This design comes from an exercise in tuning for small area on the open sky130 flow, not from production work. In this exercise RTL edits were held to simulation tests only and were not proved equivalent to the original. Power is estimated from default activity; no workload was simulated.

===== flow/design.v =====
module TCAM_TOP (
        input                   CLK
       ,input                   RESET
       ,input                   SEARCH
       ,input                   SETTING
       ,input   [127:0]         KEY
       ,input   [15:0]          SETTING_ID
       ,input   [17:0]          SETTING_MASKID
       ,input   [15:0]          SETTING_PRIORITY
       ,output  [15:0]          RULEID
       ,output                  SETTING_COMPLETE
       ,output                  SEARCH_COMPLETE
       ,output                  MISMATCH
       ,input                   DDR3_AVL_INIT
       ,input   [255:0]         DDR3_AVL_READDATA
       ,input                   DDR3_AVL_WAITREQUEST
       ,input                   DDR3_AVL_READDATAVALID
       ,output                  DDR3_AVL_READ
       ,output                  DDR3_AVL_WRITE
       ,output  [18:0]          DDR3_AVL_ADDRESS
       ,output  [255:0]         DDR3_AVL_WRITEDATA
       ,output                  DDR3_AVL_BURSTCOUNT
       ,output                  DDR3_AVL_INITCOMPLETE
	);
    reg search_s1, setting_s1, search_s2, setting_s2;
    always @(posedge CLK or posedge RESET)
        if (RESET) begin
            search_s1 <= 0; setting_s1 <= 0; search_s2 <= 0; setting_s2 <= 0;
        end else begin
            search_s1 <= SEARCH;    setting_s1 <= SETTING;
            search_s2 <= search_s1; setting_s2 <= setting_s1;
        end
    localparam S_IDLE = 4'd0, S_SHIFT = 4'd1, S_RD1 = 4'd2, S_RD2 = 4'd3, S_READ = 4'd4,
               S_MODIFY = 4'd5, S_STWR = 4'd6, S_WRITE = 4'd7, S_COUNT = 4'd8;
    reg [3:0] sc_state;
    reg [2:0] frag_cnt;           
    reg       search_mode, setting_mode;
    reg       sc_read, sc_write;
    reg [1:0] mod_cnt;            
    wire      drv_wr, drv_rdv;    
    always @(posedge CLK or posedge RESET)
        if (RESET) begin
            frag_cnt <= 3'd0; search_mode <= 0; setting_mode <= 0; sc_state <= S_IDLE;
            sc_read <= 0; sc_write <= 0; mod_cnt <= 0;
        end else begin
            mod_cnt <= (sc_state == S_MODIFY) ? mod_cnt + 1'b1 : 2'd0;
            case (sc_state)
                S_IDLE: begin
                    sc_read <= 0; sc_write <= 0;
                    search_mode <= 0; setting_mode <= 0; frag_cnt <= 3'd0;
                    if (setting_s2)     begin setting_mode <= 1'b1; sc_state <= S_SHIFT; end
                    else if (search_s2) begin search_mode  <= 1'b1; sc_state <= S_SHIFT; end
                end
                S_SHIFT: sc_state <= S_RD1;
                S_RD1:   sc_state <= S_RD2;
                S_RD2:   sc_state <= S_READ;
                S_READ: begin
                    sc_read <= 1'b1;
                    if (drv_wr & !drv_rdv) sc_read <= 1'b0;
                    else if (drv_wr & drv_rdv & setting_mode) begin sc_read <= 1'b0; sc_state <= S_MODIFY; end
                    else if (drv_wr & drv_rdv & search_mode) begin sc_read <= 1'b0; sc_state <= S_COUNT; end
                end
                S_MODIFY: if (mod_cnt == 2'd3) sc_state <= S_STWR;
                S_STWR:  sc_state <= S_WRITE;
                S_WRITE: begin
                    sc_write <= 1'b1;
                    if (drv_wr) sc_state <= S_COUNT;
                end
                S_COUNT: begin
                    sc_read <= 1'b0; sc_write <= 1'b0;
                    if (frag_cnt != 3'd7) begin frag_cnt <= frag_cnt + 1'b1; sc_state <= S_SHIFT; end
                    else sc_state <= S_IDLE;
                end
                default: sc_state <= sc_state;
            endcase
        end
    wire sc_sdv = (sc_state == S_COUNT) & search_mode;
    wire seg_search_complete = ~search_mode & ~RESET;
    assign SETTING_COMPLETE  = ~setting_mode & ~RESET;
    wire [2:0] avs_idx = (sc_state == S_SHIFT || sc_state == S_RD1) ? frag_cnt - 1'b1 : frag_cnt;
    reg [15:0] key_frag;
    always @* begin
        case (avs_idx)
            3'd0: key_frag = KEY[ 15:  0];
            3'd1: key_frag = KEY[ 31: 16];
            3'd2: key_frag = KEY[ 47: 32];
            3'd3: key_frag = KEY[ 63: 48];
            3'd4: key_frag = KEY[ 79: 64];
            3'd5: key_frag = KEY[ 95: 80];
            3'd6: key_frag = KEY[111: 96];
            default: key_frag = KEY[127:112];
        endcase
    end
    localparam M_IDLE = 2'd0, M_INIT = 2'd1, M_READ = 2'd2, M_WRITE = 2'd3;
    reg         avs_init, avs_read, avs_write;
    always @(posedge CLK or posedge RESET)
        if (RESET) begin avs_init <= 0; avs_read <= 0; avs_write <= 0; end
        else begin avs_init <= DDR3_AVL_INIT; avs_read <= sc_read; avs_write <= sc_write; end
    reg [1:0]   m_state;
    reg         init_complete;
    reg         st_wr, st_rdv;
    reg [3:0]   burst_cnt;
    reg [18:0]  m_addr;
    wire max_addr = &m_addr;
    always @(posedge CLK or posedge RESET)
        if (RESET) begin
            m_state <= M_IDLE; init_complete <= 0;
        end else begin
            case (m_state)
                M_IDLE: begin
                    if (avs_init) begin init_complete <= 0; m_state <= M_INIT; end
                    else if (avs_read) m_state <= M_READ;
                    else if (avs_write) m_state <= M_WRITE;
                end
                M_INIT: if (!DDR3_AVL_WAITREQUEST & max_addr & burst_cnt == 0) begin
                    init_complete <= 1; m_state <= M_IDLE;
                end
                M_READ: if (!DDR3_AVL_WAITREQUEST & DDR3_AVL_READDATAVALID) m_state <= M_IDLE;
                M_WRITE: if (!DDR3_AVL_WAITREQUEST) m_state <= M_IDLE;
            endcase
        end
    always @(posedge CLK) begin
        st_wr  <= (m_state != M_IDLE);
        st_rdv <= (m_state == M_IDLE) ? ~(~avs_init & avs_read)
                : (m_state == M_READ) ? (st_rdv | (~DDR3_AVL_WAITREQUEST & DDR3_AVL_READDATAVALID))
                : st_rdv;
    end
    wire addr_take = (m_state == M_IDLE) & ~avs_init & (avs_read | avs_write);
    wire addr_zero = (m_state == M_IDLE) & avs_init;
    wire addr_inc  = (m_state == M_INIT) & ~DDR3_AVL_WAITREQUEST & (burst_cnt == 4'd0) & ~max_addr;
    wire addr_hold = ~addr_take & ~addr_zero & ~addr_inc;
    wire [18:0] addr_next = m_addr + 1'b1;
    wire burst_inc  = (m_state == M_INIT) & (DDR3_AVL_WAITREQUEST | (burst_cnt != 4'd0));
    wire burst_hold = ~addr_zero & ~burst_inc;
    wire [3:0] burst_next = burst_cnt + 1'b1;
    always @(posedge CLK) begin
        m_addr    <= ({19{addr_take}} & {avs_idx, key_frag}) | ({19{addr_inc}} & addr_next)
                   | ({19{addr_hold}} & m_addr);
        burst_cnt <= ({4{burst_inc}} & burst_next) | ({4{burst_hold}} & burst_cnt);
    end
    assign drv_wr  = st_wr;
    assign drv_rdv = st_rdv;
    assign DDR3_AVL_BURSTCOUNT   = 1'b1;
    assign DDR3_AVL_WRITE        = (m_state == M_WRITE) | (m_state == M_INIT);
    assign DDR3_AVL_READ         = (m_state == M_READ);
    assign DDR3_AVL_ADDRESS      = m_addr;
    reg  [179:0] rdata;
    assign DDR3_AVL_WRITEDATA    = {76'd0, rdata[178], m_state[1], rdata[177:0]};
    assign DDR3_AVL_INITCOMPLETE = init_complete;
    wire take_init  = (m_state == M_IDLE) & avs_init;
    wire take_write = (m_state == M_IDLE) & ~avs_init & ~avs_read & avs_write;
    wire sel_mem    = DDR3_AVL_READDATAVALID;
    wire sel_rule   = ~DDR3_AVL_READDATAVALID & ~take_init & take_write & ~rdata[178];
    wire hold_hi    = ~DDR3_AVL_READDATAVALID & ~take_init;
    wire hold_lo    = hold_hi & ~sel_rule;
    wire [177:0] rule_bits = {SETTING_ID, SETTING_MASKID, KEY, SETTING_PRIORITY};
    always @(posedge CLK) begin
        rdata[179:178] <= ({2{sel_mem}} & DDR3_AVL_READDATA[179:178]) | ({2{hold_hi}} & rdata[179:178]);
        rdata[177:0]   <= ({178{sel_mem}} & DDR3_AVL_READDATA[177:0]) | ({178{sel_rule}} & rule_bits)
                        | ({178{hold_lo}} & rdata[177:0]);
    end
    reg         r_id_valid;
    reg [15:0]  r_id, r_prio;
    reg [17:0]  r_mask;
    reg [125:0] r_ckey;
    reg sdv_d, sdv_dd, sdv_d3, sdv_d4, sdv_d5, sdv_d6;
    reg mask_complete;    
    always @(posedge CLK or posedge RESET)
        if (RESET) r_id_valid <= 0;
        else if (sdv_dd) r_id_valid <= ~rdata[179] & rdata[178];
    always @(posedge CLK)
        if (sdv_dd) begin
            r_mask <= rdata[161:144];
            r_ckey <= rdata[141:16];
        end
    always @(posedge CLK)
        if (sdv_d6) begin
            r_id   <= rdata[177:162];
            r_prio <= rdata[15:0];
        end
    always @(posedge CLK or posedge RESET)
        if (RESET) begin
            sdv_d <= 0; sdv_dd <= 0; sdv_d3 <= 0; sdv_d4 <= 0; sdv_d5 <= 0; sdv_d6 <= 0; mask_complete <= 0;
        end else begin
            sdv_d <= sc_sdv; sdv_dd <= sdv_d; sdv_d3 <= sdv_dd; sdv_d4 <= sdv_d3; sdv_d5 <= sdv_d4; sdv_d6 <= sdv_d5;
            mask_complete <= seg_search_complete;
        end
    wire p_sdv      = sc_sdv & ~sdv_d;
    wire w_new_id   = p_sdv & r_id_valid;
    reg id_update;
    always @(posedge CLK or posedge RESET)
        if (RESET) id_update <= 0;
        else id_update <= w_new_id;
    wire [17:0] grp_ok;
    genvar gi;
    generate for (gi = 0; gi < 18; gi = gi + 1) begin : grp
        assign grp_ok[gi] = r_mask[gi] | (r_ckey[7*gi +: 7] == KEY[7*gi +: 7]);
    end endgenerate
    reg cf_complete;      
    always @(posedge CLK or posedge RESET)
        if (RESET) cf_complete <= 0; else cf_complete <= mask_complete;
    wire p_mc   = mask_complete & ~cf_complete;
    reg        first_mc;      
    wire [15:0] kf_bits = {key_frag[15:14] & {2{avs_idx != 3'd7}}, key_frag[13:0]};
    reg         key_zero;
    always @(posedge CLK)
        if (sc_state == S_SHIFT && frag_cnt == 3'd0) key_zero <= ~|kf_bits;
        else key_zero <= key_zero & ~|kf_bits;
    reg        iu_d, iu_d2, iu_d3, iu_d4, iu_d5;
    reg        c_match, c_match_d, cf_valid;
    always @(posedge CLK or posedge RESET)
        if (RESET) begin
            first_mc <= 1; c_match <= 1; c_match_d <= 0;
            iu_d <= 0; iu_d2 <= 0; iu_d3 <= 0; iu_d4 <= 0; iu_d5 <= 0;
            cf_valid <= 0;
        end else begin
            iu_d <= id_update; iu_d2 <= iu_d; iu_d3 <= iu_d2; iu_d4 <= iu_d3; iu_d5 <= iu_d4;
            c_match_d <= c_match;
            if (p_mc) begin
                first_mc <= 0;
                c_match <= first_mc | key_zero;
            end else if (id_update)
                c_match <= &grp_ok;
            cf_valid <= c_match_d;
        end
    reg cc_d;
    always @(posedge CLK or posedge RESET)
        if (RESET) cc_d <= 0; else cc_d <= cf_complete;
    wire p_cc    = cf_complete & ~cc_d;
    wire       cand_load = cf_valid & ~cf_complete;
    reg        cand_new, cand_cmp, pcc_d;
    reg [15:0] best_id, best_prio;
    reg        mismatch;
    always @(posedge CLK or posedge RESET)
        if (RESET) begin
            cand_new <= 0; cand_cmp <= 0; pcc_d <= 0;
            best_id <= 0; best_prio <= 0;
            mismatch <= 1;
        end else begin
            cand_new <= cand_load;
            cand_cmp <= cand_new;
            pcc_d    <= p_cc;
            if (pcc_d) begin best_id <= 0; best_prio <= 0; end
            else if (cand_cmp && (iu_d4 | iu_d5) && r_prio > best_prio) begin best_id <= r_id; best_prio <= r_prio; end
            if (p_cc) mismatch <= 1'b1;
            else if (cand_load) mismatch <= 1'b0;
        end
    assign RULEID          = best_id;
    assign MISMATCH        = mismatch;
    assign SEARCH_COMPLETE = pcc_d;
endmodule

===== flow/flow/run.sh =====
#!/bin/bash
# Standard ORFS layout (the standard.sh) with three changes that only
# affect cell choice, not the design or its constraints:
#  - synthesis maps logic with an area-oriented ABC script (flow/abc_area.script);
#    registers are untouched (ABC maps combinational logic only),
#  - ports are buffered with the smallest buffer (buf_1),
#  - CTS uses small clock buffers on small sink clusters, no dummy loads.
# Each tool writes its own log under orfs/logs; make's output is standard.log.
HERE=$(pwd)
{ head -n 1 synth_recipe.tcl
  echo "proc abc {args} { set i [lsearch \$args -script]; if {\$i >= 0} { lset args [expr {\$i + 1}] $HERE/flow/abc_area.script }; yosys abc {*}\$args }"
  tail -n +2 synth_recipe.tcl; } > synth_area.tcl
export BUFFER_PORTS_ARGS="-buffer_cell sky130_fd_sc_hd__buf_1"
export CTS_ARGS="-sink_clustering_enable -repair_clock_nets -dont_use_dummy_load -sink_clustering_size 8 -sink_clustering_max_diameter 40 -buf_list {sky130_fd_sc_hd__clkbuf_4 sky130_fd_sc_hd__clkbuf_8} -sink_clustering_buffer sky130_fd_sc_hd__clkbuf_4"
bash standard.sh SYNTH_SCRIPT=$HERE/synth_area.tcl finish > standard.log 2>&1

===== flow/flow/abc_area.script =====
&get -n
&st
&dch -f
&nf -a -R 1000
&put

===== flow/standard.sh =====
#!/bin/bash
# synth_recipe.tcl (not shown) runs the flow's synth.tcl, then flattens the netlist and writes it again
# the make line also repeats each setting of config.mk as NAME=value (left out here)
make -C /OpenROAD-flow-scripts/flow DESIGN_CONFIG=/design/flow/config.mk WORK_HOME=/design/flow/orfs CLKGATE_MAP_FILE= SYNTH_SCRIPT=/design/flow/synth_recipe.tcl "${@:-finish}"

===== flow/config.mk =====
export PLATFORM = sky130hd
export DESIGN_NAME = TCAM_TOP
export DESIGN_NICKNAME = TCAM_TOP
export VERILOG_FILES = /design/flow/design.v
export SDC_FILE = /design/flow/constraint.sdc
export NUM_CORES = 4
export LEC_CHECK = 0
export CAP_MARGIN = 20
export CORE_MARGIN = 2
export CORE_UTILIZATION = 40
export PLACE_DENSITY = 0.75
export SLEW_MARGIN = 20

===== flow/constraint.sdc =====
create_clock -name core_clock -period 10.0 [get_ports {CLK}]
set_input_delay 2.0000 -clock core_clock [delete_from_list [all_inputs] [get_ports {CLK}]]
set_output_delay 2.0000 -clock core_clock [all_outputs]
set_load 0.01 [all_outputs]

==> results of run 1 <==
==> state kept, by name, indices dropped and copies added, names as in the netlist, 3 cells and up <==
register,flops
r_ckey,126
best_prio,16
r_prio,16
m_addr,19
burst_cnt,4
r_mask,18
r_id,16
best_id,16
sc_state,4
frag_cnt,3
rdata,180
==> cells in the mapped netlist (3+ instances only) <==
| cell | n | area [um2] |
|---|---|---|
| xnor2_1 | 80 | 701 |
| a22oi_1 | 19 | 143 |
| a21oi_1 | 34 | 170 |
| nand2_1 | 40 | 150 |
| nand2b_1 | 5 | 31.3 |
| a221o_1 | 4 | 40.0 |
| nand4_1 | 22 | 138 |
| mux2i_1 | 3 | 30.0 |
| dfrtp_1 | 76 | 1900 |
| and2_0 | 3 | 18.8 |
| nor2_1 | 46 | 173 |
| ha_1 | 24 | 300 |
| and3_1 | 18 | 113 |
| edfxtp_1 | 177 | 5320 |
| a22o_1 | 41 | 359 |
| o21ai_0 | 24 | 120 |
| a221oi_1 | 10 | 87.6 |
| nor4_1 | 22 | 138 |
| clkinv_1 | 210 | 788 |
| nand3_1 | 18 | 90.1 |
| buf_4 | 257 | 1930 |
| o22ai_1 | 13 | 81.3 |
| dfstp_2 | 3 | 78.8 |
| dfxtp_1 | 205 | 4100 |
| nor3_1 | 15 | 75.1 |
| o221ai_1 | 4 | 35.0 |
| xor2_1 | 61 | 534 |
| nor2b_1 | 6 | 37.5 |
| a222oi_1 | 194 | 1940 |
==> power groups by stage <==
| stage | Combinational, mW | Sequential [mW] | Clock (mW) |
|---|---|---|---|
| CTS | 1.83 | 2.48 | 1.04 |
| floorplan | 1.15 | 2.47 | 0 |
| detailed placement | 1.82 | 2.52 | 0 |
| global route | 1.96 | 2.52 | 1.11 |
| finish | 1.81 | 2.49 | 1.01 |
| global placement | 1.79 | 2.51 | 0 |
==> final cells by class <==
cell class	instances	area share
Inverter	210	0.0356
Timing Repair Buffer	608	0.108
Multi-Input combinational cell	812	0.274
Sequential cell	461	0.514
Tap cell	664	0.0375
Antenna cell	22	0.00248
Clock buffer	77	0.0286
==> per-layer routing <==
| metal | part of all wire | track usage | wire [um] |
|---|---|---|---|
| met1 | 0.37 | 0.324 | 26700 |
| met4 | 0.038 | 0.119 | 2780 |
| met2 | 0.49 | 0.458 | 35900 |
| met3 | 0.10 | 0.0683 | 7240 |
| met5 | 0.00047 | 0 | 34 |
==> critical path, stage by stage <==
cell and delay [ps]:
buf_1 180, xnor2_1 430, nand4_1 140, nor4_1 650, o22ai_1 240, or4_1 540, nor4_1 640, o32a_1 240
==> final timing paths <==
path,end,cells after the start,from
setup / recovery,c_match$_DFFE_PP1P_,8,KEY[49]
hold / removal,cand_cmp$_DFF_PP0_,0,cand_new$_DFF_PP0_
setup reg to reg,key_zero$_DFF_P_,12,sc_state[1]$_DFFE_PP0P_
hold reg to reg,cand_cmp$_DFF_PP0_,0,cand_new$_DFF_PP0_
max in group asynchronous,cand_new$_DFF_PP0_,3,RESET
min in group asynchronous,frag_cnt[1]$_DFFE_PP0P_,2,RESET
==> kinds of logic after synthesis <==
kind of cell | after synthesis | synth area share
fa+ha+maj | 24 | 0.0151
simple gates | 205 | 0.0522
flops | 461 | 0.574
other cells | 2 | 0.000378
buf+inv | 468 | 0.137
compound gates | 360 | 0.157
xor+xnor | 141 | 0.0621
mux | 5 | 0.00264
==> per-stage QoR <==
stage	setup TNS, ps	power (mW)	setup WS [ps]
2_1_floorplan	-313120	3.62	-1760
3_3_place_gp	0	4.30	4850
3_5_place_dp	0	4.35	4820
4_1_cts	0	5.36	5460
5_1_grt	0	5.59	5320
6_report	0	5.32	5500
==> summary.txt, run 1 <==
status - no timing/DRC/antenna violations
Die Span X - 227 um
TritonCTS clock tree - done
Synth warnings - 1
worst-path fanout max - 3
DRC violations left - 0
Finished Layout Cells - 2,854
pins over their slew limit - 0
P_sw - 2.10 mW
post-route ant nets - 0
vias per cell - 5.59
CTS Root Cell - clkbuf_8
first-pass GRT wire length - 99.0 mm
part of the power in the clock network - 0.190
Layout area overhead - 11.6%
post-layout min period - 4500 ps
post-CTS setup buffers - 0
Max clock buf depth - 3
placed inst area - 21,500 um2
DRT Pass-1 Iters - 14
I/O pin cnt - 739
Cell variety after synth - 50
Design Area, Final - 22,200 um2
Vert. Die Dim - 227 um
DR vias - 16,000
pwr dens - 240 nW/um2
flop and latch count out of synthesis - 461
total global-route track usage - 0.270
hold_buf cts - 0
final setup fails - 0
Placer Congestion - 0.889
Crit. End Element - flip-flop
Slew headroom - 0.181
Die ar. - 51,500 um2
MaxCap Viol Count - 0
Reg area - 11,400 um2
share of cells above drive strength 1 - 0.0544
CTS H-tree lvls - 3
TritonCTS Sinks - 461
Switching Share - 0.395
internal power - 3.21 mW
Syn Std Cell Area - 19,900 um2
Flop pwr share - 0.469
PostCTS Resize Cnt - 0
CP startpoint kind - primary input
Slew @ Worst Pin - 1230 ps
row count - 81
DP Wirelength - 56.3 mm
Layout Utilization - 0.453
peak supply drop - 0.000121 V
initial antenna violation count - 44
CP arrival - 5070 ps
Synth Area per Inst - 11.9 um2
Skew-Pair Late Insertion Delay - 660 ps
Synth Flop Type - dfxtp_1
DRT iter0 DRCs - 2,418
class of the worst hold path - reg2reg
most common cell after layout, fill and taps aside - buf_1
global-route congestion overflow total - 0
P_leak - 7.90 nW
combinational share of power - 0.341
placed insts - 2,755
drt total wl - 72.6 mm
critical path data required time - 10,580 ps
vias in the first global route - 15,000
WL per Instance - 25.5 um
CTS buffer count - 77
Fillers - 4,591
Final #Nets - 2,635
most frequent cells in the layout - buf_1, clkinv_1, dfxtp_1, a222oi_1, edfxtp_1
Seq/Total Area, Yosys - 0.574
Mapped Cells - 1,666
Clk pin slew, worst setup/hold paths - 80 ps
fmax - 222 MHz
largest net degree at the start of global routing - 179
EDFF count, synth - 177
Starting Density - 0.406
CP Class - in2reg
RSZ-0062 raised after global routing - false
reg2reg setup slack - 5510 ps
Final Hold Viols - 0
clk_skew - 81.9 ps
Multi-input gate area - 6080 um2
Core Area - 49,000 um2
count of input and output buffers - 585
hold_ws - 339 ps
fin crit share - 0.450
Synth async-reset ratio - 0.171
==> run 2: changes to the inputs <==
--- a/flow/config.mk
+++ b/flow/config.mk
@@ -6,7 +6,6 @@
 export NUM_CORES = 4
 export LEC_CHECK = 0
-export CAP_MARGIN = 20
+export CAP_MARGIN = 0
 export CORE_MARGIN = 2
 export CORE_UTILIZATION = 40
-export PLACE_DENSITY = 0.75
-export SLEW_MARGIN = 20
+export SLEW_MARGIN = 0
==> run 2 against run 1 <==
  * Still clean on timing, DRC and antenna
  * Non-clock buffer count is 1 lower
  * First-iteration DRC count fell by 9.1%
  * Via count fell by 2.4%
  * Combinational power about the same
  * Count of clock-buffer cells in the layout decreased by 1
  * Sequential power is essentially flat
  * Critical path type unchanged
  * Largest cell class unchanged
==> summary.txt, run 2 <==
status - no timing/DRC/antenna violations
pre-CTS setup slack - 4740 ps (-87.2 ps)
FF-to-FF path depth - 11 (-1)
Yosys top cell by area - edfxtp_1
WL per Instance - 25.1 um (-1.3%)
fmax - 223 MHz (+0.46%)
row count - 81 (unchanged)
top flop regs - rdata x180, r_ckey x126, m_addr x19
count leader, synth - buf_4
EDFF count, synth - 177 (unchanged)
flop and latch count out of synthesis - 461 (unchanged)
CTS Root Cell - clkbuf_8
CP Class - in2reg
Crit. End Element - flip-flop
CP arrival - 5070 ps (about the same)
Layout area overhead - 11.4%
post-route ant nets - 0 (unchanged)
I/O pin cnt - 739 (unchanged)
Synth Area per Inst - 11.9 um2 (unchanged)
top-area cell type share of the netlist area - 0.267 (unchanged)
Multi-input gate area - 6070 um2 (-0.19%)
DRT Pass-1 Iters - 13 (-1)
crit path max-delay cell type - nor4_1
pwr dens - 239 nW/um2 (-0.36%)
leading cell types by count after synthesis - buf_4, clkinv_1, dfxtp_1
Final #Nets - 2,633 (-0.076%)
Starting Density - 0.406 (unchanged)
class of the worst hold path - reg2reg
Design Area, Final - 22,100 um2 (-0.16%)
post-layout min period - 4480 ps (-20.5 ps)
CP startpoint kind - primary input
final setup fails - 0 (unchanged)
global-route congestion overflow total - 0 (unchanged)
crit path cell chain - buf_1 -> xnor2_1 -> nand4_1 -> nor4_1 -> o22ai_1 -> or4_1 -> nor4_1 -> o32a_1
fin crit share - 0.448 (-0.00205)
Synth Flop Type - dfxtp_1
hold_buf cts - 0 (unchanged)
CP most frequent cell - nor4_1
TritonCTS Sinks - 461 (unchanged)
Reg area - 11,400 um2 (unchanged)
Vert. Die Dim - 227 um (unchanged)
critical path data required time - 10,590 ps (about the same)
Worst path depth - 8 (unchanged)
count of input and output buffers - 585 (unchanged)
r2r startpoint - sc_state[0]$_DFFE_PP0P_
Synth async-reset ratio - 0.171 (unchanged)
DRC violations left - 0 (unchanged)
worst-path fanout max - 3 (unchanged)
Die Span X - 227 um (unchanged)
post-CTS setup buffers - 0 (unchanged)
top post-synthesis cells by area - edfxtp_1, dfxtp_1, a222oi_1, buf_4, dfrtp_1
number of flip-flops in the largest register - 180 (unchanged)
placed inst area - 21,500 um2 (about the same)
critical path buffer and inverter count - 1 (unchanged)
Hold Crit Start - sdv_d4$_DFF_PP0_
MaxCap Viol Count - 0 (unchanged)
setup ws final - 5520 ps (+20.5 ps)
DP Wirelength - 55.0 mm (-2.3%)
initial antenna violation count - 35 (-20%)
placed insts - 2,754 (-0.036%)
TritonCTS clock tree - done
Placer Congestion - 0.865 (-2.8%)
Synth warnings - 1 (unchanged)
overall power - 5.29 mW (-0.52%)
DR vias - 15,600 (-2.4%)
RSZ-0062 raised after global routing - false
Core Area - 49,000 um2 (unchanged)
Fillers - 4,805 (+4.7%)
Slew headroom - 0.171 (-0.00944)
Max clock buf depth - 3 (unchanged)
Seq/Total Area, Yosys - 0.574 (unchanged)
most common cell after layout, fill and taps aside - buf_1
Slew @ Worst Pin - 1240 ps (+14.2 ps)
Top reg by flops - rdata
PostCTS Resize Cnt - 0 (unchanged)
peak supply drop - 0.000103 V (-15%)
P_leak - 7.89 nW (-0.19%)
Finished Layout Cells - 2,848 (-0.21%)
CTS H-tree lvls - 3 (unchanged)
clk_skew - 96.8 ps (+14.9 ps)
worst hold path stage count - 0 (unchanged)
largest net degree at the start of global routing - 179 (unchanged)
CP Launch Point - KEY[119]
vias per cell - 5.47 (-2.2%)
Skew-Pair Late Insertion Delay - 650 ps (about the same)
CTS buffer count - 76 (-1.3%)
Clk pin slew, worst setup/hold paths - 80 ps (about the same)
first-pass GRT wire length - 99.1 mm (about the same)
Final Hold Viols - 0 (unchanged)
Cell variety after synth - 50 (unchanged)
share of cells above drive strength 1 - 0.0531 (-0.00133)
Mapped Cells - 1,666 (unchanged)
crit-path max cell delay - 610 ps (-40 ps)
DRT iter0 DRCs - 2,198 (-9.1%)
delay-heaviest family, CP - simple AND/OR/NAND/NOR gates
drt total wl - 71.5 mm (-1.5%)
most frequent cells in the layout - buf_1, clkinv_1, dfxtp_1, a222oi_1, edfxtp_1
total global-route track usage - 0.270 (about the same)
pins over their slew limit - 0 (unchanged)
Die ar. - 51,500 um2 (unchanged)
Syn Std Cell Area - 19,900 um2 (unchanged)
vias in the first global route - 14,800 (-1.1%)
-- run 2: cell counts after synthesis --
No cell type changed its count.
-- run 2: through the flow --
stage,util,hold WS [ps],TNS (ps)
4_1_cts,0.451,312,0
2_1_floorplan,-,331,-313120
6_report,0.452,313,0
5_1_grt,0.452,342,0
3_3_place_gp,0.439,332,0
3_5_place_dp,0.439,335,0
-- run 2: final timing paths --
path | end | slack (ps)
min in group asynchronous | sc_state[0]$_DFFE_PP0P_ | 1410
hold / removal | sdv_d5$_DFF_PP0_ | 310
hold reg to reg | sdv_d5$_DFF_PP0_ | 310
setup reg to reg | key_zero$_DFF_P_ | 5640
max in group asynchronous | sdv_d3$_DFF_PP0_ | 7430
setup / recovery | c_match$_DFFE_PP1P_ | 5520
-- run 2: cell type report --
class,instances,share of cell area
well taps,664,0.0375
diodes,18,0.00203
multi-input cells,812,0.274
inverters,210,0.0357
clock buffers,76,0.0283
repair buffers,607,0.107
flip-flops and latches,461,0.515
-- run 2: metal layers --
layer | track usage | up-vias | share of wire
li1 | - | 6981 | -
met5 | 0 | - | 0.0013
met2 | 0.441 | 943 | 0.47
met1 | 0.332 | 7520 | 0.38
met3 | 0.0938 | 117 | 0.12
met4 | 0.0938 | 14 | 0.030
-- run 2: logic make-up after synthesis --
family	Yosys count	share of synthesized area
simple gates	205	0.0522
fa+ha+maj	24	0.0151
buf+inv	468	0.137
mux	5	0.00264
xor+xnor	141	0.0621
flops	461	0.574
compound gates	360	0.157
other cells	2	0.000378
-- run 2: report_power, final --
part | leakage (nW) | internal, mW | switching [mW]
combinational | 3.14 | 0.569 | 1.21
clock | 0.373 | 0.391 | 0.624
sequential | 4.37 | 2.25 | 0.248
total | 7.89 | 3.21 | 2.08
==> run 3: changes to the inputs <==
==> flow/flow/abc_area.script (replaced) <==
&get -n
&st
&dch -f
&nf -a -R 1000
&put
strash
&get -n
&st
&dch -f
&nf -a -R 1000
&put
--- a/flow/config.mk
+++ b/flow/config.mk
@@ -6,6 +6,6 @@
 export NUM_CORES = 4
 export LEC_CHECK = 0
-export CAP_MARGIN = 0
+export CAP_MARGIN = 20
 export CORE_MARGIN = 2
 export CORE_UTILIZATION = 40
-export SLEW_MARGIN = 0
+export SLEW_MARGIN = 20
==> run 3 against run 2 <==
  * Cell count fell by 0.53%
  * Clock skew fell by 26 ps
  * Design area fell by 0.13%
  * Count of clock-buffer cells in the layout rose by 8
  * Clock power rose by 5%
  * Critical path depth rose by 4
  * Area after synthesis fell by 0.33%
  * Synthesized cell count fell by 0.72%
  * Sequential cell count did not move
  * Maximum frequency fell by 4.9%
  * Still clean
  * Hold slack got worse by 13 ps
  * Critical path type is now reg2reg
==> summary.txt, run 3 <==
status - no timing/DRC/antenna violations
most common cell after layout, fill and taps aside - buf_1
worst-path fanout max - 9 (+6)
placed insts - 2,743 (-0.40%)
row count - 81 (unchanged)
vias per cell - 5.51 (+0.74%)
Die Span X - 227 um (-0.16%)
top flop regs - rdata x180, r_ckey x126, m_addr x19
post-route ant nets - 0 (unchanged)
RSZ-0062 raised after global routing - false
Layout Utilization - 0.452 (-0.000588)
drt total wl - 67.6 mm (-5.5%)
Synth Area per Inst - 12.0 um2 (+0.39%)
met1 Usage GRT - 0.323 (-0.00894)
hold_buf cts - 0 (unchanged)
first-pass GRT wire length - 94.7 mm (-4.5%)
Fillers - 4,743 (-1.3%)
Cell variety after synth - 47 (-6.0%)
CP arrival - 5260 ps (+190 ps)
Crit. End Element - flip-flop
Slew headroom - 0.267 (+0.0957)
setup ws final - 5290 ps (-231 ps)
CP Launch Point - sc_state[0]$_DFFE_PP0P_
Clk pin slew, worst setup/hold paths - 80 ps (about the same)
met2 global-route usage - 0.426 (-0.0156)
GR peak layer - met2
vias in the first global route - 14,600 (-1.2%)
CP Class - reg2reg
post-layout min period - 4710 ps (+231 ps)
flop and latch count out of synthesis - 461 (unchanged)
TritonCTS Sinks - 461 (unchanged)
fmax - 212 MHz (-4.9%)
Finished Layout Cells - 2,833 (-0.53%)
Layout area overhead - 11.7%
post-CTS setup buffers - 0 (unchanged)
DRT iter0 DRCs - 2,365 (+7.6%)
Skew-Pair Late Insertion Delay - 650 ps (about the same)
Synth warnings - 1 (unchanged)
Hold Crit Start - sdv_d5$_DFF_PP0_
CTS buffer count - 84 (+11%)
I/O pin cnt - 739 (unchanged)
Design Area, Final - 22,100 um2 (-0.13%)
most frequent cells in the layout - buf_1, clkinv_1, dfxtp_1, a222oi_1, edfxtp_1
Reg area - 11,400 um2 (unchanged)
leading cell types by count after synthesis - buf_4, clkinv_1, dfxtp_1
r2r startpoint - sc_state[0]$_DFFE_PP0P_
top post-synthesis cells by area - edfxtp_1, dfxtp_1, a222oi_1, buf_4, dfrtp_1
Vert. Die Dim - 227 um (-0.16%)
EDFF count, synth - 177 (unchanged)
Yosys top cell by area - edfxtp_1
hold_ws - 300 ps (-13.0 ps)
clk_skew - 70.7 ps (-26.1 ps)
peak supply drop - 0.000161 V (+56%)
share of cells above drive strength 1 - 0.0578 (+0.00470)
MaxCap Viol Count - 0 (unchanged)
CTS Root Cell - clkbuf_8
DP Wirelength - 50.6 mm (-8.0%)
placed inst area - 21,400 um2 (-0.27%)
crit-path max cell delay - 710 ps (+100 ps)
setup TNS - 0 ps (unchanged)
number of flip-flops in the largest register - 180 (unchanged)
CTS H-tree lvls - 3 (unchanged)
DR vias - 15,600 (+0.21%)
PostCTS Resize Cnt - 0 (unchanged)
P_leak - 7.87 nW (-0.23%)
total global-route track usage - 0.255 (-0.0154)
Top reg by flops - rdata
initial antenna violation count - 13 (-63%)
pwr dens - 240 nW/um2 (+0.69%)
DRT Pass-1 Iters - 11 (-2)
Max clock buf depth - 3 (unchanged)
TritonCTS clock tree - done
global-route congestion overflow total - 0 (unchanged)
crit path max-delay cell type - xor2_1
WL per Instance - 23.9 um (-5.0%)
Die ar. - 51,300 um2 (-0.33%)
GR Util met3 - 0.0645 (-0.0293)
Seq/Total Area, Yosys - 0.576 (+0.00192)
Placer Congestion - 0.873 (+0.93%)
crit path cell chain - and2_0 -> nor4_1 -> nand2_1 -> xor2_1 -> nor2_2 -> buf_4 -> a22oi_1 -> nand3_1 -> a21oi_1 -> nand4_1 -> or4_1 -> nor4_1
Multi-input gate area - 6020 um2 (-0.76%)
Starting Density - 0.405 (-0.00135)
Core Area - 49,000 um2 (unchanged)
Synth Flop Type - dfxtp_1
count of input and output buffers - 585 (unchanged)
pins over their slew limit - 0 (unchanged)
Final #Nets - 2,630 (-0.11%)
critical path data required time - 10,550 ps (-40 ps)
fin crit share - 0.471 (+0.0231)
Syn Std Cell Area - 19,800 um2 (-0.33%)
overall power - 5.32 mW (+0.56%)
Slew @ Worst Pin - 1100 ps (-144 ps)
count leader, synth - buf_4
largest net degree at the start of global routing - 95 (-47%)
top-area cell type share of the netlist area - 0.268 (+0.000896)
Final Hold Viols - 0 (unchanged)
Mapped Cells - 1,654 (-0.72%)
pre-CTS setup slack - 4790 ps (+54.2 ps)
final setup fails - 0 (unchanged)
class of the worst hold path - reg2reg
CP startpoint kind - flip-flop
Synth async-reset ratio - 0.171 (unchanged)
DRC violations left - 0 (unchanged)
CP most frequent cell - nor4_1
## run 3: cell types whose count changed after synthesis, moves of 6 or more
cell	change
and3_1	-7
a222oi_1	+8
a22oi_1	+6
a221oi_1	-8
a22o_1	-6
## run 3: cell families (layout without fill, tap and decap cells)
group | Yosys count | after routing | synth area share
buffers and inverters | 466 | 900 | 0.137
multiplexers | 2 | 2 | 0.00114
XOR/XNOR | 140 | 140 | 0.0619
AO/OA/AOI/OAI | 359 | 359 | 0.158
other | 2 | 83 | 0.000379
AND/OR/NAND/NOR | 200 | 200 | 0.0505
flip-flops | 461 | 461 | 0.576
adder cells (fa/ha/maj) | 24 | 24 | 0.0152
## run 3: layer usage
metal,vias up,routed length (um)
met5,-,10
met4,2,1880
met3,116,6240
met2,894,32700
met1,7635,26700
li1,6961,-
## run 3: worst paths after layout
path,end,slack (ps),cells past startpoint
hold reg to reg,sdv_d6$_DFF_PP0_,300,0
setup reg to reg,key_zero$_DFF_P_,5290,12
min in group asynchronous,mod_cnt[0]$_DFF_PP0_,1320,2
setup / recovery,key_zero$_DFF_P_,5290,12
hold / removal,sdv_d6$_DFF_PP0_,300,0
max in group asynchronous,sdv_d5$_DFF_PP0_,7470,3
## run 3: layout make-up
cell class              instances  area share
flip-flops and latches        461       0.516
multi-input cells             802       0.272
repair buffers                608       0.107
well taps                     664      0.0376
inverters                     208      0.0354
clock buffers                  84      0.0311
diodes                          6    0.000679
## run 3: worst max-delay path, delay by kind of cell (launching register included)
| kind | cells | cell delay [ps] |
|---|---|---|
| compound gates | 2 | 700 |
| xor+xnor | 1 | 710 |
| buf+inv | 1 | 300 |
| flops | 1 | 420 |
| simple gates | 8 | 2480 |
## run 3: report_power, final
part	total [mW]	internal, mW	switching (mW)
Sequential	2.48	2.24	0.237
Clock	1.06	0.426	0.638
Combinational	1.77	0.554	1.22
Total	5.32	3.22	2.10
==> run 4: changes to the inputs <==
==> flow/flow/abc_area.script (replaced) <==
&get -n
&st
&dc2
&dch -f
&nf -a -R 1000
&put
==> run 4 against run 3 <==
  * Still clean
  * Power down 3.0%
  * Via count is 1.8% higher
  * Core utilization hardly changed
  * Setup slack improved by 270 ps
  * Die area rose by 0.28%
  * Hold slack better by 30 ps
  * Critical endpoint is now SETTING_COMPLETE
==> summary.txt, run 4 <==
Synth Flop Type - dfxtp_1
Fillers - 4,757 (+0.30%)
post-route ant nets - 0 (unchanged)
Die Span X - 227 um (+0.14%)
CTS Root Cell - clkbuf_8
global-route congestion overflow total - 0 (unchanged)
most frequent cells in the layout - buf_1, clkinv_1, dfxtp_1, a222oi_1, edfxtp_1
hold_buf cts - 0 (unchanged)
fin crit share - 0.444 (-0.0265)
Syn Std Cell Area - 19,900 um2 (+0.28%)
row count - 81 (unchanged)
first-pass GRT wire length - 97.0 mm (+2.4%)
CTS H-tree lvls - 3 (unchanged)
Vert. Die Dim - 227 um (+0.14%)
DRT Pass-1 Iters - 12 (+1)
PostCTS Resize Cnt - 0 (unchanged)
Starting Density - 0.406 (+0.00115)
TritonCTS clock tree - done
clk_skew - 77.8 ps (+7.08 ps)
pins over their slew limit - 0 (unchanged)
vias per cell - 5.61 (+1.8%)
Max clock buf depth - 3 (unchanged)
Reg area - 11,400 um2 (unchanged)
Die ar. - 51,400 um2 (+0.28%)
Hold Crit Start - c_match_d$_DFF_PP0_
drt total wl - 71.1 mm (+5.2%)
Multi-input gate area - 6090 um2 (+1.1%)
Yosys top cell by area - edfxtp_1
status - no timing/DRC/antenna violations
Clk pin slew, worst setup/hold paths - 80 ps (about the same)
worst-path fanout max - 3 (-6)
Core Area - 49,000 um2 (unchanged)
Slew @ Worst Pin - 1100 ps (+4.01 ps)
P_leak - 7.78 nW (-1.1%)
Crit. End Element - primary output
CP arrival - 2440 ps (-2820 ps)
critical path data required time - 8000 ps (-2550 ps)
CP Launch Point - RESET
most common cell after layout, fill and taps aside - buf_1
TritonCTS Sinks - 461 (unchanged)
final setup fails - 0 (unchanged)
Top reg by flops - rdata
peak supply drop - 0.0000952 V (-41%)
flop and latch count out of synthesis - 461 (unchanged)
count of input and output buffers - 585 (unchanged)
number of flip-flops in the largest register - 180 (unchanged)
Cell variety after synth - 49 (+4.3%)
top post-synthesis cells by area - edfxtp_1, dfxtp_1, buf_4, a222oi_1, dfrtp_1
post-CTS setup buffers - 0 (unchanged)
Skew-Pair Late Insertion Delay - 640 ps (about the same)
Final Hold Viols - 0 (unchanged)
DRC violations left - 0 (unchanged)
DR vias - 15,900 (+1.8%)
Synth async-reset ratio - 0.171 (unchanged)
Synth warnings - 1 (unchanged)
Layout area overhead - 11.4%
CTS buffer count - 77 (-8.3%)
CP Class - in2out
fmax - 225 MHz (+6.0%)
Slew headroom - 0.264 (-0.00346)
Placer Congestion - 0.894 (+2.5%)
DRT iter0 DRCs - 2,387 (+0.93%)
Seq/Total Area, Yosys - 0.574 (-0.00163)
pwr dens - 233 nW/um2 (-3.1%)
share of cells above drive strength 1 - 0.0538 (-0.00396)
Final #Nets - 2,622 (-0.30%)
Synth Area per Inst - 12.0 um2 (+0.16%)
leading cell types by count after synthesis - buf_4, clkinv_1, dfxtp_1
RSZ-0062 raised after global routing - false
total global-route track usage - 0.264 (+0.00942)
top-area cell type share of the netlist area - 0.268 (-0.000761)
top flop regs - rdata x180, r_ckey x126, m_addr x19
hold_ws - 330 ps (+29.7 ps)
setup TNS - 0 ps (unchanged)
CP startpoint kind - primary input
vias in the first global route - 14,900 (+1.4%)
MaxCap Viol Count - 0 (unchanged)
DP Wirelength - 53.9 mm (+6.4%)
Mapped Cells - 1,656 (+0.12%)
WL per Instance - 25.1 um (+5.2%)
count leader, synth - buf_4
post-layout min period - 4440 ps (-265 ps)
I/O pin cnt - 739 (unchanged)
class of the worst hold path - reg2reg
initial antenna violation count - 23 (+10)
r2r startpoint - sc_state[1]$_DFFE_PP0P_
largest net degree at the start of global routing - 92 (-3.2%)
overall power - 5.16 mW (-3.0%)
EDFF count, synth - 177 (unchanged)
[run 4: cell types whose count changed after synthesis, moves of 4 or more]
cell      before  now
a31oi_1        3    9
o32ai_1        0    6
xnor2_1       77   81
a222oi_1     202  192
a221oi_1       2    7
nand2b_1       6    2
a21oi_1       31   26
xor2_1        63   59
nor3_1        15   10
nor2_1        47   35
a21o_1         2    6
[run 4: final timing paths]
kind                       depth (start not counted)  slack, ps                         to
min reg2reg                                        0        330         cf_valid$_DFF_PP0_
min                                                0        330         cf_valid$_DFF_PP0_
max                                                3       5560           SETTING_COMPLETE
max in group asynchronous                          3       7850           sdv_d4$_DFF_PP0_
min in group asynchronous                          3       1570  best_prio[15]$_DFFE_PP0P_
max reg2reg                                       10       5650           key_zero$_DFF_P_
[run 4: cell type report]
cell class	count	share of cell area
sequential	461	0.515
multi-input combinational	805	0.275
timing repair buffer	605	0.106
antenna	14	0.00158
tap	664	0.0376
clock buffer	77	0.0287
inverter	207	0.0352
[run 4: per-layer routing]
metal | global-route usage | vias up | part of all wire
met4 | 0.115 | 6 | 0.037
met3 | 0.0661 | 143 | 0.098
li1 | - | 6971 | -
met1 | 0.322 | 7743 | 0.37
met2 | 0.444 | 1023 | 0.49
met5 | 0 | - | 0.00052
[run 4: kinds of logic (layout without fill, tap and decap cells)]
| kind of cell | Yosys count | count (layout) | synth area share |
|---|---|---|---|
| AOI/OAI and AO/OA | 369 | 369 | 0.160 |
| xor gates and xnor gates | 140 | 140 | 0.0617 |
| adders and majority gates | 24 | 24 | 0.0151 |
| buffers and inverters | 465 | 889 | 0.136 |
| DFF | 461 | 461 | 0.574 |
| muxes | 3 | 3 | 0.00170 |
| other | 2 | 91 | 0.000378 |
| and+or+nand+nor | 192 | 192 | 0.0501 |
[run 4: power by group]
group,internal [mW],switching [mW],total (mW)
Combinational,0.536,1.13,1.66
Clock,0.396,0.627,1.02
Sequential,2.24,0.234,2.47
Total,3.17,1.99,5.16
[run 4: worst max-delay path, stage by stage]
cell and delay (ps):
buf_1 120, nor2_1 110, buf_1 210
[run 4: stage by stage]
step                      instance area [um2]  utilization  worst slack, ps  cells
after global placement                  21400        0.438             4900   2742
after floorplan                         20100            -             2260   1731
after CTS                               22100        0.451             5340   2819
final                                   22100        0.452             5560   2833
after global routing                    22100        0.452             5470   2829
after detailed placement                21400        0.438             4930   2742
==> run 5: changes to the inputs <==
==> flow/flow/abc_area.script (replaced) <==
&get -n
&st
&dch -f
&nf -a -R 1000
&put
==> run 5 against run 4 <==
  * Area after synthesis about the same
  * Die area about the same
  * Clock skew increased by 19 ps
  * Largest power group unchanged
  * Still clean
  * First-iteration DRC count decreased by 7.9%
  * Critical endpoint is now c_match$_DFFE_PP1P_
==> summary.txt, run 5 <==
status - no timing/DRC/antenna violations
TritonCTS Sinks - 461 (unchanged)
TritonCTS clock tree - done
global-route congestion overflow total - 0 (unchanged)
fin crit share - 0.448 (+0.00341)
Multi-input gate area - 6070 um2 (-0.31%)
vias per cell - 5.47 (-2.5%)
CTS Root Cell - clkbuf_8
Top reg by flops - rdata
top post-synthesis cells by area - edfxtp_1, dfxtp_1, a222oi_1, buf_4, dfrtp_1
reg2reg setup slack - 5640 ps (about the same)
DRC violations left - 0 (unchanged)
critical path data required time - 10,590 ps (+2590 ps)
I/O pin cnt - 739 (unchanged)
most frequent cells in the layout - buf_1, clkinv_1, dfxtp_1, a222oi_1, edfxtp_1
count leader, synth - buf_4
Max clock buf depth - 3 (unchanged)
Syn Std Cell Area - 19,900 um2 (about the same)
Fillers - 4,805 (+1.0%)
hold-critical path endpoint - sdv_d5$_DFF_PP0_
PostCTS Resize Cnt - 0 (unchanged)
DRT Pass-1 Iters - 13 (+1)
clk_skew - 96.8 ps (+19.0 ps)
Die Span X - 227 um (about the same)
r2r startpoint - sc_state[0]$_DFFE_PP0P_
initial antenna violation count - 35 (+52%)
Die ar. - 51,500 um2 (about the same)
Cell variety after synth - 50 (+2.0%)
combinational share of power - 0.336 (+0.014)
Slew @ Worst Pin - 1240 ps (+140 ps)
leading cell types by count after synthesis - buf_4, clkinv_1, dfxtp_1
hold_ws - 313 ps (-16.7 ps)
RSZ-0062 raised after global routing - false
peak supply drop - 0.000103 V (+8.6%)
Yosys top cell by area - edfxtp_1
Synth warnings - 1 (unchanged)
Final Hold Viols - 0 (unchanged)
overall power - 5.29 mW (+2.6%)
delay-heaviest family, CP - simple AND/OR/NAND/NOR gates
Mapped Cells - 1,666 (+0.60%)
Flop pwr share - 0.472 (-0.007)
EDFF count, synth - 177 (unchanged)
total global-route track usage - 0.270 (+0.00593)
class of the worst hold path - reg2reg
Reg area - 11,400 um2 (unchanged)
drt total wl - 71.5 mm (+0.59%)
crit path max-delay cell type - nor4_1
Vert. Die Dim - 227 um (about the same)
Hold Crit Start - sdv_d4$_DFF_PP0_
top flop regs - rdata x180, r_ckey x126, m_addr x19
count of input and output buffers - 585 (unchanged)
top-area cell type share of the netlist area - 0.267 (about the same)
Layout area overhead - 11.4% (about the same)
CP startpoint kind - primary input
RR Endpoint - key_zero$_DFF_P_
CTS buffer count - 76 (-1.3%)
P_sw - 2.08 mW (+4.6%)
final setup fails - 0 (unchanged)
worst-path fanout max - 3 (unchanged)
pwr dens - 239 nW/um2 (+2.5%)
CP arrival - 5070 ps (+2630 ps)
number of flip-flops in the largest register - 180 (unchanged)
WL per Instance - 25.1 um (about the same)
Core Area - 49,000 um2 (unchanged)
fmax - 223 MHz (-0.76%)
FF-to-FF path depth - 11 (+1)
Synth async-reset ratio - 0.171 (unchanged)
Synth Area per Inst - 11.9 um2 (-0.55%)
vias in the first global route - 14,800 (-0.20%)
P_leak - 7.89 nW (+1.4%)
CTS H-tree lvls - 3 (unchanged)
DP Wirelength - 55.0 mm (+2.2%)
flop and latch count out of synthesis - 461 (unchanged)
part of the power in the clock network - 0.192 (-0.006)
crit-path max cell delay - 610 ps (+400 ps)
most common cell after layout, fill and taps aside - buf_1
Final #Nets - 2,633 (+0.42%)
setup TNS - 0 ps (unchanged)
row count - 81 (unchanged)
post-route ant nets - 0 (unchanged)
DR vias - 15,600 (-2.0%)
worst hold path stage count - 0 (unchanged)
Synth Flop Type - dfxtp_1
CP Class - in2reg
Skew-Pair Late Insertion Delay - 650 ps (about the same)
post-CTS setup buffers - 0 (unchanged)
largest net degree at the start of global routing - 179 (+95%)
share of cells above drive strength 1 - 0.0531 (-0.000735)
crit path cell chain - buf_1 -> xnor2_1 -> nand4_1 -> nor4_1 -> o22ai_1 -> or4_1 -> nor4_1 -> o32a_1
post-layout min period - 4480 ps (+34.1 ps)
hold_buf cts - 0 (unchanged)
Starting Density - 0.406 (about the same)
critical path buffer and inverter count - 1 (-1)
Clk pin slew, worst setup/hold paths - 80 ps (about the same)
pins over their slew limit - 0 (unchanged)
internal power - 3.21 mW (+1.3%)
MaxCap Viol Count - 0 (unchanged)
CP most frequent cell - nor4_1
Seq/Total Area, Yosys - 0.574 (about the same)
Switching Share - 0.393 (+0.00769)
Slew headroom - 0.171 (-0.0922)
Placer Congestion - 0.865 (-3.3%)
first-pass GRT wire length - 99.1 mm (+2.2%)
Crit. End Element - flip-flop
DRT iter0 DRCs - 2,198 (-7.9%)
run 5: worst reg2reg max path: stages (launching register included):
cell and delay (ps):
dfrtp_1 430, or2_0 310, nand3_1 200, o21ai_0 640, nor3_2 250, buf_4 260, a222oi_1 750, nand3_1 330
a21oi_1 410, and4_1 270, nand4_1 110, nor4_1 280
run 5: layout make-up:
cell class,count,area share
Clock buffer,76,0.0283
Antenna cell,18,0.00203
Inverter,210,0.0357
Sequential cell,461,0.515
Multi-Input combinational cell,812,0.274
Timing Repair Buffer,607,0.107
Tap cell,664,0.0375
run 5: logic make-up (layout without fill, tap and decap cells):
family / count (synthesis) / after routing / share of synthesized area
flip-flops: 461 / 461 / 0.574
adder cells (fa/ha/maj): 24 / 24 / 0.0151
other: 2 / 95 / 0.000378
XOR/XNOR: 141 / 141 / 0.0621
buffers and inverters: 468 / 893 / 0.137
AO/OA/AOI/OAI: 360 / 360 / 0.157
AND/OR/NAND/NOR: 205 / 205 / 0.0522
multiplexers: 5 / 5 / 0.00264
run 5: layer usage:
layer,vias to the layer above,share of wire,GRT usage
li1,6981,-,-
met1,7520,0.38,0.332
met2,943,0.47,0.441
met3,117,0.12,0.0938
met4,14,0.030,0.0938
met5,-,0.0013,0
run 5: power groups by stage:
stage	clock, mW	combinational (mW)	sequential, mW
floorplan	0	1.15	2.47
global placement	0	1.76	2.52
detailed placement	0	1.78	2.53
CTS	1.05	1.79	2.49
global route	1.12	1.92	2.53
finish	1.01	1.78	2.50
run 5: worst max-delay path by stage:
| stage | from | to | slack, ps | depth (start not counted) |
|---|---|---|---|---|
| after detailed placement | KEY[119] | c_match$_DFFE_PP1P_ | 4740 | 8 |
| after floorplan | DDR3_AVL_READDATAVALID | rdata[0]$_DFF_P_ | -1760 | 4 |
| after global routing | KEY[119] | c_match$_DFFE_PP1P_ | 5340 | 8 |
| final | KEY[119] | c_match$_DFFE_PP1P_ | 5520 | 8 |
| after CTS | KEY[119] | c_match$_DFFE_PP1P_ | 5450 | 8 |
| after global placement | KEY[119] | c_match$_DFFE_PP1P_ | 4790 | 8 |
run 5: per-stage QoR:
stage          worst slack (ps)  std cells  instance area, um2  utilization
2_1_floorplan             -1760       1741               20200            -
3_3_place_gp               4790       2754               21500        0.439
3_5_place_dp               4740       2754               21500        0.439
4_1_cts                    5450       2830               22100        0.451
5_1_grt                    5340       2833               22100        0.452
6_report                   5520       2848               22100        0.452
==> run 6: changes to the inputs <==
--- a/flow/flow/run.sh
+++ b/flow/flow/run.sh
@@ -12,4 +12,4 @@
   tail -n +2 synth_recipe.tcl; } > synth_area.tcl
 export BUFFER_PORTS_ARGS="-buffer_cell sky130_fd_sc_hd__buf_1"
-export CTS_ARGS="-sink_clustering_enable -repair_clock_nets -dont_use_dummy_load -sink_clustering_size 8 -sink_clustering_max_diameter 40 -buf_list {sky130_fd_sc_hd__clkbuf_4 sky130_fd_sc_hd__clkbuf_8} -sink_clustering_buffer sky130_fd_sc_hd__clkbuf_4"
+export CTS_ARGS="-sink_clustering_enable -repair_clock_nets -dont_use_dummy_load -sink_clustering_size 10 -sink_clustering_max_diameter 32 -buf_list {sky130_fd_sc_hd__clkbuf_4 sky130_fd_sc_hd__clkbuf_8} -sink_clustering_buffer sky130_fd_sc_hd__clkbuf_4"
 bash standard.sh SYNTH_SCRIPT=$HERE/synth_area.tcl finish > standard.log 2>&1
==> run 6 against run 5 <==
  * Sequential share of layout area down 0.13 points
  * Register-to-register slack better by 130 ps
  * Area after synthesis unchanged
  * Still clean on timing, DRC and antenna
  * Highest routed layer unchanged
  * Routed wire length about the same
  * Non-clock buffer count unchanged
  * Critical path depth unchanged
  * Die area unchanged
  * Clock skew down 8.4 ps
  * Critical path type unchanged
  * Critical endpoint unchanged
  * Global-route usage down 0.10 points
  * Combinational power about the same
  * Sequential power about the same
==> summary.txt, run 6 <==
CP arrival - 5180 ps (+110 ps)
TritonCTS clock tree - done
Cell variety after synth - 50 (unchanged)
Core Area - 49,000 um2 (unchanged)
DP Wirelength - 55.0 mm (unchanged)
vias per cell - 5.50 (+0.58%)
most frequent cells in the layout - buf_1, clkinv_1, dfxtp_1, a222oi_1, edfxtp_1
CTS buffer count - 84 (+11%)
Mapped Cells - 1,666 (unchanged)
crit-path max cell delay - 620 ps (about the same)
DRC violations left - 0 (unchanged)
top-area cell type share of the netlist area - 0.267 (unchanged)
peak supply drop - 0.000103 V (-0.12%)
crit path max-delay cell type - nor4_1
Reg area - 11,400 um2 (unchanged)
WL per Instance - 25.1 um (-0.20%)
Seq/Total Area, Yosys - 0.574 (unchanged)
count leader, synth - buf_4
Final Hold Viols - 0 (unchanged)
Slew @ Worst Pin - 1300 ps (+59.7 ps)
TritonCTS Sinks - 461 (unchanged)
largest net degree at the start of global routing - 179 (unchanged)
Slew headroom - 0.132 (-0.0398)
drt total wl - 71.6 mm (about the same)
critical path buffer and inverter count - 1 (unchanged)
Skew-Pair Late Insertion Delay - 660 ps (about the same)
flop and latch count out of synthesis - 461 (unchanged)
CP Class - in2reg
Synth Area per Inst - 11.9 um2 (unchanged)
Max clock buf depth - 3 (unchanged)
CTS H-tree lvls - 3 (unchanged)
setup ws final - 5420 ps (-97.2 ps)
pre-CTS setup slack - 4740 ps (unchanged)
CP startpoint kind - primary input
pins over their slew limit - 0 (unchanged)
initial antenna violation count - 36 (+2.9%)
post-route ant nets - 0 (unchanged)
Layout area overhead - 11.7%
final setup fails - 0 (unchanged)
Die ar. - 51,500 um2 (unchanged)
worst-path fanout max - 3 (unchanged)
global-route congestion overflow total - 0 (unchanged)
Syn Std Cell Area - 19,900 um2 (unchanged)
total global-route track usage - 0.269 (-0.00104)
Placer Congestion - 0.865 (unchanged)
MaxCap Viol Count - 0 (unchanged)
Top reg by flops - rdata
share of cells above drive strength 1 - 0.0566 (+0.00348)
first-pass GRT wire length - 98.5 mm (-0.54%)
top flop regs - rdata x180, r_ckey x126, m_addr x19
count of input and output buffers - 585 (unchanged)
CP most frequent cell - nor4_1
delay-heaviest family, CP - simple AND/OR/NAND/NOR gates
Fillers - 4,811 (+0.12%)
DR vias - 15,700 (+0.80%)
vias in the first global route - 14,800 (+0.16%)
pwr dens - 240 nW/um2 (+0.36%)
top post-synthesis cells by area - edfxtp_1, dfxtp_1, a222oi_1, buf_4, dfrtp_1
hold_buf cts - 0 (unchanged)
P_leak - 7.92 nW (+0.47%)
PostCTS Resize Cnt - 0 (unchanged)
EDFF count, synth - 177 (unchanged)
DRT Pass-1 Iters - 10 (-3)
Synth async-reset ratio - 0.171 (unchanged)
DRT iter0 DRCs - 2,133 (-3.0%)
setup TNS - 0 ps (unchanged)
fmax - 219 MHz (-2.1%)
Vert. Die Dim - 227 um (unchanged)
I/O pin cnt - 739 (unchanged)
Multi-input gate area - 6070 um2 (unchanged)
most common cell after layout, fill and taps aside - buf_1
Crit. End Element - flip-flop
Die Span X - 227 um (unchanged)
Clk pin slew, worst setup/hold paths - 100 ps (+20 ps)
leading cell types by count after synthesis - buf_4, clkinv_1, dfxtp_1
row count - 81 (unchanged)
post-CTS setup buffers - 0 (unchanged)
number of flip-flops in the largest register - 180 (unchanged)
fin crit share - 0.458 (+0.00972)
critical path data required time - 10,600 ps (about the same)
Synth warnings - 1 (unchanged)
post-layout min period - 4580 ps (+97.2 ps)
hold_ws - 309 ps (-4.62 ps)
Synth Flop Type - dfxtp_1
Layout Utilization - 0.453 (+0.00112)
clk_skew - 88.4 ps (-8.43 ps)
class of the worst hold path - reg2reg
CTS Root Cell - clkbuf_8
Starting Density - 0.406 (unchanged)
Yosys top cell by area - edfxtp_1
Final #Nets - 2,641 (+0.30%)
RSZ-0062 raised after global routing - false
crit path cell chain - buf_1 -> xnor2_1 -> nand4_1 -> nor4_1 -> o22ai_1 -> or4_1 -> nor4_1 -> o32a_1
status - no timing/DRC/antenna violations
## run 6: cell count changes in the layout (fill, tap and decap cells not counted), sizes merged
cell	previous run	this run
clkbuf	77	85
diode	18	16
## run 6: area by class of cell
cell class	count	share of cell area
Antenna cell	16	0.00180
Inverter	210	0.0356
Multi-Input combinational cell	812	0.273
Sequential cell	461	0.514
Tap cell	664	0.0374
Clock buffer	84	0.0309
Timing Repair Buffer	607	0.107
## run 6: metal layers
layer  share of wire  up-vias  global-route usage  routed length (um)
met2            0.47      988               0.441               34000
li1                -     6997                   -                   -
met5          0.0011        -                   0                  80
met3            0.11      130              0.0894                7670
met1            0.39     7572               0.333               27700
met4           0.029       12              0.0917                2080
## run 6: power breakdown
| part | internal [mW] | switching [mW] | total (mW) |
|---|---|---|---|
| logic | 0.569 | 1.20 | 1.77 |
| registers | 2.25 | 0.248 | 2.50 |
| clock network | 0.426 | 0.627 | 1.05 |
## run 6: through the flow
stage,cells,total power [mW],cell area (um2)
6_report,2854,5.32,22200
3_5_place_dp,2754,4.32,21500
4_1_cts,2838,5.38,22200
2_1_floorplan,1741,3.62,20200
3_3_place_gp,2754,4.28,21500
5_1_grt,2842,5.61,22200
## run 6: worst paths after layout
kind | from | endpoint | slack, ps | cells after the start
max reg2reg | sc_state[1]$_DFFE_PP0P_ | key_zero$_DFF_P_ | 5770 | 11
min in group asynchronous | RESET | m_state[1]$_DFFE_PP0P_ | 1400 | 2
max | KEY[119] | c_match$_DFFE_PP1P_ | 5420 | 8
max in group asynchronous | RESET | sdv_d3$_DFF_PP0_ | 7460 | 3
min | sdv_d5$_DFF_PP0_ | sdv_d6$_DFF_PP0_ | 310 | 0
min reg2reg | sdv_d5$_DFF_PP0_ | sdv_d6$_DFF_PP0_ | 310 | 0
## run 6: kinds of logic after synthesis
family	synth area share
multiplexers	0.00264
buffers and inverters	0.137
flip-flops	0.574
AND/OR/NAND/NOR	0.0522
XOR/XNOR	0.0621
other	0.000378
AO/OA/AOI/OAI	0.157
adder cells (fa/ha/maj)	0.0151
## run 6: worst reg2reg max path: stages (launching register included)
cell and delay [ps]:
dfrtp_1 430, or2_0 310, nand3_1 200, o21ai_0 640, nor3_2 240, buf_4 260
a222oi_1 720, nand3_1 320, a21oi_1 370, and4_1 260, nand4_1 110, nor4_1 280
==> run 7: changes to the inputs <==
--- a/flow/flow/run.sh
+++ b/flow/flow/run.sh
@@ -12,4 +12,4 @@
   tail -n +2 synth_recipe.tcl; } > synth_area.tcl
 export BUFFER_PORTS_ARGS="-buffer_cell sky130_fd_sc_hd__buf_1"
-export CTS_ARGS="-sink_clustering_enable -repair_clock_nets -dont_use_dummy_load -sink_clustering_size 10 -sink_clustering_max_diameter 32 -buf_list {sky130_fd_sc_hd__clkbuf_4 sky130_fd_sc_hd__clkbuf_8} -sink_clustering_buffer sky130_fd_sc_hd__clkbuf_4"
+export CTS_ARGS="-sink_clustering_enable -repair_clock_nets -dont_use_dummy_load -sink_clustering_size 9 -sink_clustering_max_diameter 36 -buf_list {sky130_fd_sc_hd__clkbuf_4 sky130_fd_sc_hd__clkbuf_8} -sink_clustering_buffer sky130_fd_sc_hd__clkbuf_4"
 bash standard.sh SYNTH_SCRIPT=$HERE/synth_area.tcl finish > standard.log 2>&1
==> run 7 against run 6 <==
  * Non-clock buffer count did not move
  * Core utilization fell by 0.087 points
  * Global-route usage rose by 0.12 points
  * Synthesized cell count did not move
  * Largest cell class unchanged
==> summary.txt, run 7 <==
status - no timing/DRC/antenna violations
crit path max-delay cell type - nor4_1
peak supply drop - 0.000108 V (+4.9%)
Skew-Pair Late Insertion Delay - 660 ps (about the same)
crit path cell chain - buf_1 -> xnor2_1 -> nand4_1 -> nor4_1 -> o22ai_1 -> or4_1 -> nor4_1 -> o32a_1
initial antenna violation count - 37 (+2.8%)
EDFF count, synth - 177 (unchanged)
top post-synthesis cells by area - edfxtp_1, dfxtp_1, a222oi_1, buf_4, dfrtp_1
Seq/Total Area, Yosys - 0.574 (unchanged)
flop and latch count out of synthesis - 461 (unchanged)
Die ar. - 51,500 um2 (unchanged)
most common cell after layout, fill and taps aside - buf_1
Synth Flop Type - dfxtp_1
r2r startpoint - sc_state[1]$_DFFE_PP0P_
Mapped Cells - 1,666 (unchanged)
count leader, synth - buf_4
CP Class - in2reg
top flop regs - rdata x180, r_ckey x126, m_addr x19
first-pass GRT wire length - 99.0 mm (+0.42%)
top-area cell type share of the netlist area - 0.267 (unchanged)
Top reg by flops - rdata
clk_skew - 82.2 ps (-6.18 ps)
MaxCap Viol Count - 0 (unchanged)
worst-path fanout max - 3 (unchanged)
Placer Congestion - 0.865 (unchanged)
vias in the first global route - 14,800 (-0.15%)
Synth Area per Inst - 11.9 um2 (unchanged)
TritonCTS clock tree - done
post-route ant nets - 0 (unchanged)
DRT iter0 DRCs - 2,279 (+6.8%)
Vert. Die Dim - 227 um (unchanged)
CTS H-tree lvls - 3 (unchanged)
Die Span X - 227 um (unchanged)
class of the worst hold path - reg2reg
Final Hold Viols - 0 (unchanged)
Syn Std Cell Area - 19,900 um2 (unchanged)
drt total wl - 71.5 mm (about the same)
worst hold path stage count - 0 (unchanged)
fin crit share - 0.450 (-0.00745)
CTS Root Cell - clkbuf_8
pins over their slew limit - 0 (unchanged)
CTS buffer count - 78 (-7.1%)
Clk pin slew, worst setup/hold paths - 90 ps (about the same)
Layout area overhead - 11.5%
pre-CTS setup slack - 4740 ps (unchanged)
Synth async-reset ratio - 0.171 (unchanged)
FF-to-FF path depth - 11 (unchanged)
DRT Pass-1 Iters - 13 (+3)
CP arrival - 5110 ps (-70 ps)
Starting Density - 0.406 (unchanged)
DR vias - 15,700 (-0.31%)
critical path buffer and inverter count - 1 (unchanged)
Layout Utilization - 0.453 (-0.000869)
crit-path max cell delay - 600 ps (-20 ps)
share of cells above drive strength 1 - 0.0540 (-0.00261)
placed insts - 2,754 (unchanged)
hold_buf cts - 0 (unchanged)
overall power - 5.30 mW (-0.35%)
WL per Instance - 25.1 um (+0.12%)
Max clock buf depth - 3 (unchanged)
Crit. End Element - flip-flop
Cell variety after synth - 50 (unchanged)
vias per cell - 5.49 (-0.14%)
Core Area - 49,000 um2 (unchanged)
Yosys top cell by area - edfxtp_1
delay-heaviest family, CP - simple AND/OR/NAND/NOR gates
DP Wirelength - 55.0 mm (unchanged)
number of flip-flops in the largest register - 180 (unchanged)
CP startpoint kind - primary input
post-layout min period - 4500 ps (-74.5 ps)
total global-route track usage - 0.270 (+0.00115)
CP Launch Point - KEY[119]
Worst path depth - 8 (unchanged)
setup ws final - 5500 ps (+74.5 ps)
critical path data required time - 10,610 ps (about the same)
Synth warnings - 1 (unchanged)
Slew @ Worst Pin - 1250 ps (-50.2 ps)
Finished Layout Cells - 2,849 (-0.18%)
fmax - 222 MHz (+1.7%)
largest net degree at the start of global routing - 179 (unchanged)
CP most frequent cell - nor4_1
I/O pin cnt - 739 (unchanged)
P_leak - 7.90 nW (-0.35%)
post-CTS setup buffers - 0 (unchanged)
most frequent cells in the layout - buf_1, clkinv_1, dfxtp_1, a222oi_1, edfxtp_1
Hold Crit Start - search_s1$_DFF_PP0_
count of input and output buffers - 585 (unchanged)
row count - 81 (unchanged)
leading cell types by count after synthesis - buf_4, clkinv_1, dfxtp_1
DRC violations left - 0 (unchanged)
global-route congestion overflow total - 0 (unchanged)
Slew headroom - 0.165 (+0.0335)
final setup fails - 0 (unchanged)
PostCTS Resize Cnt - 0 (unchanged)
Final #Nets - 2,635 (-0.23%)
pwr dens - 239 nW/um2 (-0.16%)
TritonCTS Sinks - 461 (unchanged)
RSZ-0062 raised after global routing - false
-- run 7: cell types whose count changed in the layout (fill, tap and decap cells not counted) --
cell      change
diode_2       +1
clkbuf_4      -6
-- run 7: layout make-up --
type	instances	area, um2
timing repair buffer	607	2380
sequential	461	11400
antenna	17	42.5
inverter	210	790
fill	4809	26800
tap	664	831
clock buffer	78	642
multi-input combinational	812	6070
-- run 7: logic make-up after synthesis --
kind of cell | after synthesis | share of synthesized area
buffers and inverters | 468 | 0.137
flip-flops | 461 | 0.574
AO/OA/AOI/OAI | 360 | 0.157
AND/OR/NAND/NOR | 205 | 0.0522
XOR/XNOR | 141 | 0.0621
adder cells (fa/ha/maj) | 24 | 0.0151
multiplexers | 5 | 0.00264
other | 2 | 0.000378
-- run 7: stage by stage --
step | area [um2] | TNS, ps | hold slack, ps
floorplan | 20200 | -313120 | 331
global placement | 21500 | 0 | 332
detailed placement | 21500 | 0 | 335
CTS | 22100 | 0 | 335
global route | 22100 | 0 | 339
finish | 22200 | 0 | 329
-- run 7: final timing paths --
check | end | slack, ps
worst min register to register | search_s2$_DFF_PP0_ | 330
max in group asynchronous | sdv_d3$_DFF_PP0_ | 7450
worst min-delay path | search_s2$_DFF_PP0_ | 330
worst max-delay path | c_match$_DFFE_PP1P_ | 5500
worst max register to register | key_zero$_DFF_P_ | 5710
min in group asynchronous | sc_state[3]$_DFFE_PP0P_ | 1410
-- run 7: power by group --
part	total, mW	internal, mW	switching (mW)
Clock	1.02	0.399	0.624
Combinational	1.78	0.569	1.21
Sequential	2.50	2.25	0.247
-- run 7: routing by layer --
layer	GRT usage	routed length, um	up-vias
met5	0	80	-
met4	0.0917	2070	12
met3	0.0898	8170	124
met2	0.444	34000	957
met1	0.333	27200	7576
li1	-	-	6981

## what the ideal ports hide
How much do the figures lean on ideal ports? The routed layouts below were timed once more, with nothing changed but the port constraints. Step 1 assumes that a clkbuf_16 drives the clock port and a buf_2 every other input. Step 2 also shifts input and output timing later by t, the mid clock arrival at the registers, as if the neighbouring blocks saw the same clock. Three values: no drivers, after step 1, after step 2; two values: the first two.
| run | t (ns) | slack for setup (ns) |
|---|---|---|
| run 1 | 0.668 | 5.501 / 5.513 / 4.859 |
| run 2 | 0.652 | 5.522 / 5.534 / 4.903 |
| run 3 | 0.664 | 5.290 / 5.290 / 5.096 |
| run 4 | 0.664 | 5.556 / 5.511 / 5.048 |
| run 5 | 0.652 | 5.522 / 5.534 / 4.903 |
| run 6 | 0.668 | 5.424 / 5.460 / 4.792 |
| run 7 | 0.670 | 5.499 / 5.525 / 4.861 |
After both steps setup and hold are still met in every run listed.
